Background: an optimization exercise with open tools, aiming at small area, a short achievable clock period and few clock cycles per item. Do not read the settings as production practice. At most, simulation tests tie the RTL to the original design; equivalence was not proved. Power and IR drop assume default switching activity.

sierra:
==> flow/design.v (excerpt) <==
module multiplier_1(
    input clk,
    input res_n,
    input start,
    output reg done,
    input [15:0] arg1,
    input [15:0] arg2,
    output reg [31:0] product
    );
Size: about 550 cells after synthesis, about 68 I/O pins.
export LEC_CHECK = 0
export CAP_MARGIN = 20
export CORE_MARGIN = 2
export CORE_UTILIZATION = 55
export PLACE_DENSITY = 0.75
export SETUP_SLACK_MARGIN = 1.3
export SLEW_MARGIN = 20
export SYNTH_HIERARCHICAL = 1
create_clock -name core_clock -period 5.0 [get_ports {clk}]
standard.sh (not shown) runs the stock make flow with config.mk's settings and CLKGATE_MAP_FILE= SYNTH_SCRIPT=/design/flow/synth_recipe.tcl, a recipe that flattens the netlist after the stock synthesis.
==> flow/flow/run.sh <==
#!/bin/bash
# The standard layout, with every port buffered by the smallest buffer
# (sky130_fd_sc_hd__buf_1) and a leaner clock tree.
set -euo pipefail
bash standard.sh BUFFER_PORTS_ARGS="-buffer_cell sky130_fd_sc_hd__buf_1" CTS_ARGS="-sink_clustering_enable -repair_clock_nets -dont_use_dummy_load -buf_list sky130_fd_sc_hd__clkbuf_8" > standard.log 2>&1
Testbench counts of sierra, summed over its fixed seeds: cycles 568, items 192.
Modified inputs, nickel compared to sierra
- swapping 1.3 for 1.5 in SETUP_SLACK_MARGIN
Results
- nickel leaves less setup margin than sierra.
- The start point of the critical path comes out LS[1] in one run and LS[3] in the other, namely in sierra and nickel respectively.
- Taking sierra as the reference point, the non-clock buffer count of nickel rises by 5.
- nickel gives less maximum frequency than sierra did.
- Between nickel and sierra, it is nickel whose layout overhead on the synthesized area is higher, by 3.9 points.
Input changes introduced in garnet (baseline for comparison: nickel):
- SETUP_SLACK_MARGIN changed from 1.5 to 1.2
==> results.txt <==
Compared with nickel, garnet shows a lower fraction of the core area covered by cells at the end of the flow.
| proportion of power drawn by combinational gates | garnet vs nickel | 1.9 points lower |
nickel → garnet: aggregate global-route resource usage now sits lower; clock period minus final worst setup slack higher; fraction of power spent switching nets now larger; final worst clock skew now sits lower.
nickel vs garnet, worst setup path startpoint: LS[3] vs LC[1]
Between garnet and nickel, it is garnet whose sequential share of layout area is higher, by 0.94 points.
The leakage power summed over all cells of garnet falls short of that of nickel by about 5%.
In garnet, part of the total power dissipated in the clock network is higher than in nickel.
According to the power report, total power for garnet is lower than for nickel.
On final design area excluding fillers, garnet does better than nickel.

---

## run E
multiplier_1, a different RTL version from the one above (not shown whole).
Size in the first run: about 400 cells after synthesis, roughly 51 flip-flops, ~4500 um^2 of cells after synthesis.
## multiplier_1
module multiplier_1(
    input clk,
    input res_n,
    input start,
    output reg done,
    input [15:0] arg1,
    input [15:0] arg2,
    output reg [31:0] product
    );
==> flow/config.mk <==
export PLATFORM = sky130hd
export DESIGN_NAME = multiplier_1
export DESIGN_NICKNAME = multiplier_1
export VERILOG_FILES = /design/flow/design.v
export SDC_FILE = /design/flow/constraint.sdc
export NUM_CORES = 4
export LEC_CHECK = 0
export CAP_MARGIN = 20
export CORE_MARGIN = 2
export CORE_UTILIZATION = 40
export PLACE_DENSITY = 0.6
export SETUP_SLACK_MARGIN = 2.2
export SLEW_MARGIN = 20
==> flow/constraint.sdc <==
create_clock -name core_clock -period 5.0 [get_ports {clk}]
set_input_delay 1.0000 -clock core_clock [delete_from_list [all_inputs] [get_ports {clk}]]
set_output_delay 1.0000 -clock core_clock [all_outputs]
set_load 0.01 [all_outputs]
==> flow/flow/run.sh <==
#!/bin/bash
# The standard layout, with every port buffered by a small buffer
# (sky130_fd_sc_hd__buf_1) instead of the default choice.
set -euo pipefail
bash standard.sh BUFFER_PORTS_ARGS="-buffer_cell sky130_fd_sc_hd__buf_1" > standard.log 2>&1
Testbench counts of run E, summed over its fixed seeds: cycles 952, items 192.
> inputs changed (run E -> run R)
Settings: clearing SETUP_SLACK_MARGIN, which used to be 2.2.
Findings:
Run R vs. run E: sequential share of layout area picked up an extra 2.8 points, delay of the slowest cell on the worst path ~0 delta, depth of the most critical reg-to-reg path lost 1, clock power has decreased. Run R: number of non-filler instances in the completed layout is 16 lower than what run E reported. Run R vs. run E: number of resized instances in the post-cts repair step shrank by 71; detailed-routed wire length on met2 now sits lower. Looking at the reports, run R completed the entire flow and the layout it produced met the timing, design-rule and antenna checks. Comparing run R and run E, the higher portion of the clock cycle consumed by the worst path in the final layout is on run R. Run R vs run E — actual transition at the worst max-transition pin dropped 0.25 ns. Delta (run R minus run E): first-pass GRT wire length -about 8%, routed wire length -about 7%.

---

job 3840:
multiplier_1, a different RTL version from the one above (not shown whole).
Size: about 580 cells after synthesis, about 58 flip-flops, about 68 I/O pins, about 6500 um2 of cells after synthesis.
Design multiplier_1, start of the top module:
module multiplier_1(
    input clk,
    input res_n,
    input start,
    output reg done,
    input [15:0] arg1,
    input [15:0] arg2,
    output reg [31:0] product
    );
clock: 5.0 ns
lec_check: 0
cap_margin: 20
core_margin: 2
core_utilization: 55
place_density: 0.75
setup_slack_margin: 1.2
slew_margin: 20
synth_hierarchical: 1
==> flow/flow/run.sh <==
#!/bin/bash
# The standard layout, with every port buffered by the smallest buffer
# (sky130_fd_sc_hd__buf_1) and a leaner clock tree.
set -euo pipefail
bash standard.sh BUFFER_PORTS_ARGS="-buffer_cell sky130_fd_sc_hd__buf_1" CTS_ARGS="-sink_clustering_enable -repair_clock_nets -dont_use_dummy_load -buf_list sky130_fd_sc_hd__clkbuf_8" > standard.log 2>&1
Testbench counts of job 3840, summed over its fixed seeds: cycles 568, items 192.
diff inputs: job 3840 => job 8240
--- a/flow/config.mk
+++ b/flow/config.mk
@@ -10,3 +10,3 @@
-export CORE_UTILIZATION = 55
-export PLACE_DENSITY = 0.75
-export SETUP_SLACK_MARGIN = 1.2
+export CORE_UTILIZATION = 40
+export PLACE_DENSITY = 0.6
+export SETUP_SLACK_MARGIN = 1.3
Results
- Job 3840 → job 8240: part of the cycle the worst path needs moved down; sequential share of layout area moved down.
- Reported for job 3840 and job 8240, number of buffer and inverter stages on the critical path turned out identical to the last digit.
The following lists how job 5016 was set up differently from job 8240:
--- a/flow/config.mk
+++ b/flow/config.mk
@@ -12 +12 @@
-export SETUP_SLACK_MARGIN = 1.3
+export SETUP_SLACK_MARGIN = 1.5
==> comparison <==
- The power consumed by sequential cells of job 8240 and that of job 5016 are within noise of each other.
- Going from job 8240 to job 5016, post-route minimum period shrinks by 0.089 ns.
- Job 5016: wire length of the first global-routing pass is about 2% higher than what job 8240 reported.
- Part of the power in the clock network (lower): job 5016
## Diff of input files: job 1281 against job 5016
--- a/flow/config.mk
+++ b/flow/config.mk
@@ -10,3 +10,3 @@
-export CORE_UTILIZATION = 40
-export PLACE_DENSITY = 0.6
-export SETUP_SLACK_MARGIN = 1.5
+export CORE_UTILIZATION = 70
+export PLACE_DENSITY = 0.85
+export SETUP_SLACK_MARGIN = 1.3
[summary]
No run among job 1281 and job 5016 stopped early or left any final violation; all are clean.
Job 1281 has sequential cell fraction of total power above what job 5016 had.
Sort job 1281 and job 5016 by overall track demand over capacity in global routing desc -> top: job 1281
When job 1281 is measured against job 5016, its area occupied by multi-input gates turns out 7.8% lower.
Job 1281 vs job 5016 on setup slack: job 1281 is the lower one.
For the power share of the combinational group, job 1281 came in 2.3 points lower than job 5016 did.
The estimated power of job 1281 ends up lower than the estimate for job 5016.
Job 5016 vs job 1281, highest-delay cell along the critical path: sky130_fd_sc_hd__edfxtp_1 vs sky130_fd_sc_hd__fa_1
In the tables for job 1281 and job 5016, non-clock buffer count reads higher with job 5016.
Job 5016 -> job 1281: cell area after technology mapping delta 0, exact match

---

Another version of the RTL of multiplier_1 (not shown whole).
For scale: about 57 flip-flops, about 6200 um^2 of cells after synthesis.
export LEC_CHECK = 0
export CAP_MARGIN = 20
export CORE_MARGIN = 2
export CORE_UTILIZATION = 55
export PLACE_DENSITY = 0.75
export SETUP_SLACK_MARGIN = 1.3
export SLEW_MARGIN = 20
export SYNTH_HIERARCHICAL = 1
create_clock -name core_clock -period 5.0 [get_ports {clk}]
Scripts as last shown in full above: flow/flow/run.sh
Then changed:
Settings changed: SETUP_SLACK_MARGIN 1.3 to 1.2.
Synthesized area stays the same.
Via count falls by 3.2%.
Design area falls by 1.8%.
Worst hold slack improved by 0.011 ns.
First-iteration DRC count falls by 18%.
Power falls by 5.6%.
Routed wire length falls by 5.5%.
Function was not checked in any run of this note: the RTL went through the layout flow alone.

---

== north ==
Another version of the RTL of multiplier_1 (not shown whole).
For scale: ~68 I/O pins, ~0.0061 mm^2 of cells after synthesis.
export LEC_CHECK = 0
export CAP_MARGIN = 20
export CORE_MARGIN = 2
export CORE_UTILIZATION = 55
export PLACE_DENSITY = 0.75
export SETUP_SLACK_MARGIN = 1.6
export SLEW_MARGIN = 20
export SYNTH_HIERARCHICAL = 1
create_clock -name core_clock -period 5.0 [get_ports {clk}]
Scripts as last shown in full above: flow/flow/run.sh
## Diff of input files: south against north
Settings: swapping 1.6 for 1.4 in SETUP_SLACK_MARGIN.
==> results.txt <==
On south: net count reported at finish is about 4% lower than what north gave. south vs. north: global-route usage went up by 0.28 points. In south relative to north, final total power had gone down by a few percent. Against north, south comes in 0.3 points higher on power share of the clock group. Re die extent in x: no difference whatsoever between south and north. Compared with north, in south cell area decreased by 7.1% relative to the old numbers, wire length on met2 decreased by 320 um relative to the old numbers, largest clock skew in the final design increased by 0.0063 ns relative to the old numbers. On average vias per placed instance, the higher figure sits with north, not south. north -> south: count of cells along the worst register-to-register path delta 0, exact match. Between north and south, the fmax is higher for south.
No run of this note included a check of the RTL's function; only the layout flow was run.

---

multiplier_1, a different RTL version from the one above (not shown whole).
Size in the first run: roughly 58 flip-flops, about 0.0065 sq mm of cells after synthesis.
// multiplier_1
module multiplier_1(
    input clk,
    input res_n,
    input start,
    output reg done,
    input [15:0] arg1,
    input [15:0] arg2,
    output reg [31:0] product
    );
clock: 5.0 ns
lec_check: 0
cap_margin: 20
cell_pad_in_sites_detail_placement: 0
cell_pad_in_sites_global_placement: 0
core_margin: 2
core_utilization: 55
place_density: 0.75
setup_slack_margin: 1.3
slew_margin: 20
synth_hierarchical: 1
Scripts as last shown in full above: flow/flow/run.sh
The first run completed without violations.
Testbench counts at the start, summed over its fixed seeds: cycles 568, items 192.
==> next run, changes <==
CAP_MARGIN = 0   (was 20)
CELL_PAD_IN_SITES_DETAIL_PLACEMENT = not set   (was 0)
CELL_PAD_IN_SITES_GLOBAL_PLACEMENT = not set   (was 0)
SLEW_MARGIN = 0   (was 20)
- global-route usage is unchanged
- setup slack loses 0.0037 ns
- cell area is about the same
- utilization barely changes
- die area does not change
- worst hold slack loses 0.0031 ns
- synthesized area stays the same
==> next run, changes <==
CAP_MARGIN = 20   (was 0)
SETUP_SLACK_MARGIN = 1.2   (was 1.3)
SLEW_MARGIN = 20   (was 0)
First-iteration DRC count climbs by about a fifth; utilization drops by 0.59 points; sequential share of layout area climbs by 0.24 points; non-clock buffer count drops by 2; total power drops by a few percent; cell area drops slightly; routed wire length climbs by a few percent; synthesized area does not change; worst hold slack got worse by 0.0088 ns.
==> next run, changes <==
SETUP_SLACK_MARGIN = 1.3   (was 1.2)
Effect: Wire length is lower by 3.5%. Global-route usage went down by 0.58 points. Synthesized cell count is unchanged. Register-to-register slack improved by 0.16 ns. Worst setup slack gains 0.081 ns. Final cell count is about the same. Die area does not change. Design area rose by 0.99%.

---

Another version of the RTL of multiplier_1 (not shown whole).
For scale: roughly 520 cells after synthesis, ~58 flip-flops.
## multiplier_1
module multiplier_1(
    input clk,
    input res_n,
    input start,
    output reg done,
    input [15:0] arg1,
    input [15:0] arg2,
    output reg [31:0] product
    );
==> flow/config.mk <==
export PLATFORM = sky130hd
export DESIGN_NAME = multiplier_1
export DESIGN_NICKNAME = multiplier_1
export VERILOG_FILES = /design/flow/design.v
export SDC_FILE = /design/flow/constraint.sdc
export NUM_CORES = 4
export LEC_CHECK = 0
export CAP_MARGIN = 20
export CORE_MARGIN = 2
export CORE_UTILIZATION = 55
export PLACE_DENSITY = 0.75
export SETUP_SLACK_MARGIN = 1.4
export SLEW_MARGIN = 20
export SYNTH_HIERARCHICAL = 1
==> flow/constraint.sdc <==
create_clock -name core_clock -period 5.0 [get_ports {clk}]
set_input_delay 1.0000 -clock core_clock [delete_from_list [all_inputs] [get_ports {clk}]]
set_output_delay 1.0000 -clock core_clock [all_outputs]
set_load 0.01 [all_outputs]
==> flow/flow/run.sh <==
#!/bin/bash
# The standard layout, with every port buffered by the smallest buffer
# (sky130_fd_sc_hd__buf_1) and a leaner clock tree.
set -euo pipefail
bash standard.sh BUFFER_PORTS_ARGS="-buffer_cell sky130_fd_sc_hd__buf_1" CTS_ARGS="-sink_clustering_enable -repair_clock_nets -dont_use_dummy_load -buf_list sky130_fd_sc_hd__clkbuf_4 -sink_clustering_size 10" > standard.log 2>&1
Testbench counts at the start, summed over its fixed seeds: cycles 568, items 192.
Rerun with:
Settings changed: CORE_UTILIZATION 55 to 65, PLACE_DENSITY 0.75 to 0.8, SETUP_SLACK_MARGIN 1.4 to 1.3.
What happened: Sequential share of layout area went up by 0.84 points; worst setup slack gets worse by 0.012 ns; worst hold slack is about the same; flip-flop and latch count is unchanged; cell count came out lower by 5.2%; synthesized area is unchanged; clock-buffer cell count is unchanged; combinational power goes down by 7.2%; total power drops by 5.4%.
Rerun with:
Settings changed: CORE_UTILIZATION 65 to 55, PLACE_DENSITY 0.8 to 0.75.
Design area came out higher slightly.
Area after synthesis is unchanged.
Via count went down slightly.
Global-route usage goes down by 4.8 points.
Sequential share of layout area came out lower by 0.28 points.
Wire length barely changes.
Rerun with:
==> flow/flow/run.sh (replaced) <==
#!/bin/bash
# The standard layout, with every port buffered by the smallest buffer
# (sky130_fd_sc_hd__buf_1) and a leaner clock tree.
set -euo pipefail
bash standard.sh BUFFER_PORTS_ARGS="-buffer_cell sky130_fd_sc_hd__buf_1" CTS_ARGS="-sink_clustering_enable -repair_clock_nets -dont_use_dummy_load -buf_list sky130_fd_sc_hd__clkbuf_8" > standard.log 2>&1
Effect:
- hold slack gets worse by 0.0042 ns
- wire length barely changes
- worst setup slack gets worse by 0.0089 ns
- total power came out higher by 0.62%
- count of clock-buffer cells in the layout is unchanged
- fmax stays flat
- first-iteration DRC count came out higher by 17%
- die area is unchanged
- global-route usage came out higher by 0.17 points
- design area stays flat
Rerun with:
Settings changed: SETUP_SLACK_MARGIN 1.3 to 1.4.
=>
- The changed run finished with timing, DRC and antenna clean
- synthesized cell count does not change
- synthesized area does not change
- via count is higher by 1.2%
- register-to-register slack gets better by 0.12 ns
- flip-flop and latch count stays the same

---

multiplier_1 with an RTL version that a note above also has.
Settings: LEC_CHECK=0, CAP_MARGIN=20, CORE_MARGIN=2, CORE_UTILIZATION=40, PLACE_DENSITY=0.6, SETUP_SLACK_MARGIN=1.2, SLEW_MARGIN=20, SYNTH_HIERARCHICAL=1; clock period 5.0 ns.
==> flow/flow/run.sh <==
#!/bin/bash
# The standard layout, with every port buffered by the smallest buffer
# (sky130_fd_sc_hd__buf_1) and a leaner clock tree.
set -euo pipefail
bash standard.sh BUFFER_PORTS_ARGS="-buffer_cell sky130_fd_sc_hd__buf_1" CTS_ARGS="-sink_clustering_enable -repair_clock_nets -dont_use_dummy_load -buf_list sky130_fd_sc_hd__clkbuf_8" > standard.log 2>&1
Testbench counts at the start, summed over its fixed seeds: cycles 568, items 192.
==> next run, changes <==
- CORE_UTILIZATION: 40 -> 55
- PLACE_DENSITY: 0.6 -> 0.75
- SETUP_SLACK_MARGIN: 1.2 -> 1.3
Combinational power went up by about 4%.
Setup slack gets better by 0.092 ns.
Power rises by 2.7%.
Count of clock-buffer cells in the layout is unchanged.
Wire length came out lower by 2.5%.
Sequential power stays flat.
Register-to-register slack gains 0.13 ns.
First-iteration DRC count climbs by 13%.
==> next run, changes <==
- GPL_TIMING_DRIVEN: not set -> 0
- SETUP_SLACK_MARGIN: 1.3 -> 1.2
Result:
- non-clock buffer count increases by 14
- setup slack degrades by 0.077 ns
- sequential share of layout area is about the same
- die area stays the same
- wire length increases by 0.82%
- synthesized cell count does not change
- sequential cell count stays the same
- final area hardly moves
- combinational power hardly moves
- core utilization went up by 0.11 points

afterwards: timing with drivers on the ports:
The results above use ideal ports. As a check the final layouts listed here were re-extracted and re-timed, cells and wires unchanged.
Step 1 sets driving cells, clkbuf_16 on the clock port and buf_2 on the other inputs (assumed; they add their load-dependent delay and slew).
Step 2 times the ports against the registers' clock, not the clock port: input delays grow and output delays shrink by t, the midpoint of the rising clock arrivals with the driver on.
Three values: no drivers, after step 1, after step 2; two values: the first two.
run | shift t [ns] | setup slack, ns | worst setup path at the end | clock arrival spread, ns
sierra | 0.374 | 1.370 / 1.338 / 1.066 | input to register | 0.016 / 0.015
nickel | 0.374 | 1.339 / 1.306 / 1.199 | input to register | 0.022 / 0.022
garnet | 0.390 | 1.281 / 1.247 / 0.950 | input to register | 0.015 / 0.015
run E | 0.343 | 1.414 / 1.379 / 1.118 | input to register | 0.011 / 0.010
run R | 0.347 | 1.191 / 1.158 / 0.916 | input to register | 0.006 / 0.005
job 3840 | 0.358 | 1.296 / 1.305 / 0.946 | input to register | 0.021 / 0.021
job 8240 | 0.360 | 1.347 / 1.351 / 0.990 | input to register | 0.017 / 0.017
job 5016 | 0.379 | 1.436 / 1.396 / 1.145 | input to register | 0.023 / 0.023
job 1281 | 0.366 | 1.340 / 1.353 / 0.987 | input to register | 0.019 / 0.019
the first run of note 4 | 0.382 | 0.934 / 0.900 / 1.054 | input to register | 0.020 / 0.020
the second run of note 4 | 0.379 | 1.022 / 0.990 / 0.927 | input to register | 0.024 / 0.024
north | 0.374 | 1.235 / 1.204 / 1.199 | input to register | 0.013 / 0.013
south | 0.380 | 1.248 / 1.214 / 1.108 | input to register | 0.019 / 0.019
the first run of note 6 | 0.361 | 1.367 / 1.336 / 1.026 | input to register | 0.022 / 0.021
the second run of note 6 | 0.365 | 1.364 / 1.332 / 1.030 | input to register | 0.021 / 0.022
the third run of note 6 | 0.370 | 1.287 / 1.255 / 0.975 | input to register | 0.017 / 0.018
the fourth run of note 6 | 0.361 | 1.367 / 1.336 / 1.026 | input to register | 0.022 / 0.021
the first run of note 7 | 0.430 | 1.392 / 1.360 / 1.034 | input to register | 0.028 / 0.028
the second run of note 7 | 0.428 | 1.380 / 1.350 / 1.007 | input to register | 0.041 / 0.042
the third run of note 7 | 0.420 | 1.388 / 1.360 / 1.001 | input to register | 0.035 / 0.035
the fourth run of note 7 | 0.362 | 1.379 / 1.385 / 1.023 | input to register | 0.021 / 0.022
the fifth run of note 7 | 0.362 | 1.441 / 1.411 / 1.100 | input to register | 0.020 / 0.020
the first run of note 8 | 0.375 | 1.269 / 1.280 / 0.905 | input to register | 0.032 / 0.032
the second run of note 8 | 0.369 | 1.361 / 1.370 / 1.001 | input to register | 0.012 / 0.013
the third run of note 8 | 0.373 | 1.284 / 1.283 / 0.919 | input to register | 0.022 / 0.021
After both steps every run listed still meets setup and hold. The setup slack of the third run of note 7, which loses most, moves by -0.028 ns with the drivers and by -0.387 ns with both steps.
